Context: an optimization exercise on an open-source flow, tuned for small area. The choices shown serve that exercise and are no tape-out recipe.
Power is estimated from default activity; no workload was simulated.

quartz:
// processing_fsm
module processing_fsm(clock, reset, start_signal, size, done,
                            buf_0_write_en, buf_1_write_en, error_buf_write_en,
                            buf_0_w_data, buf_1_w_data, error_mem_w_data,
                            buf_0_r_data, buf_1_r_data, error_mem_r_data,
                            buf_0_addr, buf_1_addr, error_mem_addr, buf_sel);
    input clock;
    input reset;
    input start_signal;
    input size;
    output reg done;
    output buf_0_write_en;
    output buf_1_write_en;
    output error_buf_write_en;
    output reg [7:0] buf_0_w_data;
    output reg [7:0] buf_1_w_data;
    output [15:0] error_mem_w_data;
    input  [7:0] buf_0_r_data;
    input  [7:0] buf_1_r_data;
    input  [15:0] error_mem_r_data;
    output reg [15:0] buf_0_addr;
    output reg [15:0] buf_1_addr;
    output [15:0] error_mem_addr;
    output reg buf_sel;
    assign error_buf_write_en = 1'b0;
    assign error_mem_w_data = 16'b0;
    localparam [4:0]
        WAIT   = 5'd0,
        LMID   = 5'd1,
        LBTM1  = 5'd2,    
  ...
export LEC_CHECK = 0
export ABC_AREA = 1
export CAP_MARGIN = 0
export CORE_MARGIN = 2
export CORE_UTILIZATION = 60
export CTS_BUF_LIST = sky130_fd_sc_hd__clkbuf_4
export CTS_CLUSTER_SIZE = 12
export SLEW_MARGIN = 0
create_clock -name core_clock -period 7.0 [get_ports {clock}]
standard.sh (not shown) runs the stock make flow with config.mk's settings and CLKGATE_MAP_FILE= SYNTH_SCRIPT=/design/flow/synth_recipe.tcl, a recipe that flattens the netlist after the stock synthesis.
==> flow/flow/run.sh <==
#!/bin/bash
# Standard ORFS layout, with every port buffered by the smallest buffer,
# Yosys/ABC's buffers removed before placement, and one tie cell.
set -euo pipefail
export BUFFER_PORTS_ARGS="-buffer_cell sky130_fd_sc_hd__buf_1"
export REMOVE_ABC_BUFFERS=1
export SKIP_REPAIR_TIE_FANOUT=1
bash standard.sh > standard.log 2>&1
## Diff of input files: amber against quartz
Settings: SLEW_MARGIN changed from 0 to 20; ABC_AREA removed (was 1); CTS_CLUSTER_SIZE changed from 12 to 20; CAP_MARGIN changed from 0 to 20; CTS_BUF_LIST changed from sky130_fd_sc_hd__clkbuf_4 to sky130_fd_sc_hd__clkbuf_8.
==> flow/flow/run.sh <==
#!/bin/bash
# Standard ORFS layout, with every port buffered by the smallest buffer and
# Yosys/ABC's buffers removed before placement.
set -euo pipefail
export BUFFER_PORTS_ARGS="-buffer_cell sky130_fd_sc_hd__buf_1"
export REMOVE_ABC_BUFFERS=1
bash standard.sh > standard.log 2>&1
Findings:
amber finished every step from synthesis to the final layout, and the layout passed the timing, DRC and antenna checks. amber vs. quartz: area of all placed cells without fillers went up by 130 um^2. Most common cell after layout, fill and taps aside = buf_1: amber; most common cell after layout, fill and taps aside = nand2_1: quartz. In the reports for amber and quartz, the larger routed wire length per instance belongs to amber. dfrtp_1 as the worst-path cell with the longest stage delay was reported by amber, and dfrtp_2 by quartz. Time the worst path needs with I/O delays and setup, amber and quartz: larger value in amber.
No functional check of the RTL was part of any run of this note.

* * *

== job 8832 ==
Another version of the RTL of processing_fsm (not shown whole).
For scale: ~140 flip-flops, roughly 0.0069 sq mm of cells after synthesis.
Settings: LEC_CHECK=0, CAP_MARGIN=10, CORE_MARGIN=2, CORE_UTILIZATION=70, GPL_TIMING_DRIVEN=0, SLEW_MARGIN=10; clock period 7.0 ns.
==> flow/flow/run.sh <==
#!/bin/bash
# The standard ORFS layout with these changes:
#  - synthesis: ABC maps for area (flow/area.abc) and Yosys does not extract
#    full/half adder cells; registers are untouched (same script otherwise);
#  - every port is buffered by the smallest buffer;
#  - Yosys/ABC buffers are removed before placement and one tie cell is kept;
#  - the clock tree uses no dummy loads.
set -euo pipefail
W=$PWD
{
  echo 'proc extract_fa {args} {}'
  echo 'proc abc {args} {'
  echo '  set i [lsearch -exact $args -script]'
  echo "  if {\$i >= 0} { lset args [expr {\$i + 1}] $W/flow/area.abc }"
  echo '  yosys abc {*}$args'
  echo '}'
  cat synth_recipe.tcl
} > flow_synth.tcl
sed "s#SYNTH_SCRIPT=[^ ]*#SYNTH_SCRIPT=$W/flow_synth.tcl#" standard.sh > flow_standard.sh
export BUFFER_PORTS_ARGS="-buffer_cell sky130_fd_sc_hd__buf_1"
export REMOVE_ABC_BUFFERS=1
export SKIP_REPAIR_TIE_FANOUT=1
export CTS_ARGS="-repair_clock_nets -dont_use_dummy_load -buf_list sky130_fd_sc_hd__clkbuf_8"
bash flow_standard.sh > standard.log 2>&1
==> flow/flow/area.abc <==
strash
&get -n
&deepsyn -T 60
&put
dch -f
amap
strash
dch -f
amap
topo
dnsize -c
Job 8832 did not stop at any stage, and its layout met the timing, DRC and antenna checks.
## Diff of input files: job 3381 against job 8832
-- flow/flow/run.sh --
<<< job 8832, line 22
export SKIP_REPAIR_TIE_FANOUT=1
export CTS_ARGS="-repair_clock_nets -dont_use_dummy_load -buf_list sky130_fd_sc_hd__clkbuf_8"
bash flow_standard.sh > standard.log 2>&1
>>> job 3381, line 22
export SKIP_REPAIR_TIE_FANOUT=1
export CTS_ARGS="-sink_clustering_enable -repair_clock_nets -dont_use_dummy_load -buf_list sky130_fd_sc_hd__clkbuf_8 -sink_clustering_size 20"
bash flow_standard.sh > standard.log 2>&1
### Flow results
Re power per cell area: no difference whatsoever between job 8832 and job 3381. Reported for job 3381 and job 8832, post-place setup slack turned out identical to the last digit. Job 8832 -> job 3381: maximum clock path buffer count delta 0, exact match. Changes observed in job 3381 relative to job 8832: height of the die stayed essentially flat; share of the synthesized area in compound gates (AO/OA/AOI/OAI) stayed essentially flat; power stayed essentially flat. Changes observed in job 3381 relative to job 8832: area after synthesis roughly the same, worst hold slack now sits at about the same level.
No run of this note included a check of the RTL's function; only the layout flow was run.

[static timing again, ports no longer ideal]
Ports are ideal in the flow. The routed layouts listed here were re-timed in OpenROAD.
Step 1 assumes that a clkbuf_16 drives the clock port and a buf_2 every other input.
Step 2 moves the port delays by t, midway between the first and last clock arrival at a register: inputs arrive t later, outputs are due t later. That takes back most of the time a late clock gives input paths.
a / b / c = ideal ports / drivers / drivers and shift; a / b = the first two.
| run | t (ns) | setup slack, ns | worst register clock-pin slew, ns |
|---|---|---|---|
| quartz | 0.574 | 0.640 / 0.640 / 0.640 | 0.12 / 0.12 |
| amber | 0.502 | 0.441 / 0.441 / 0.441 | 0.10 / 0.10 |
| job 8832 | 0.465 | 0.613 / 0.613 / 0.613 | 0.08 / 0.08 |
| job 3381 | 0.465 | 0.613 / 0.613 / 0.613 | 0.08 / 0.08 |
After both steps every run listed still meets setup and hold.
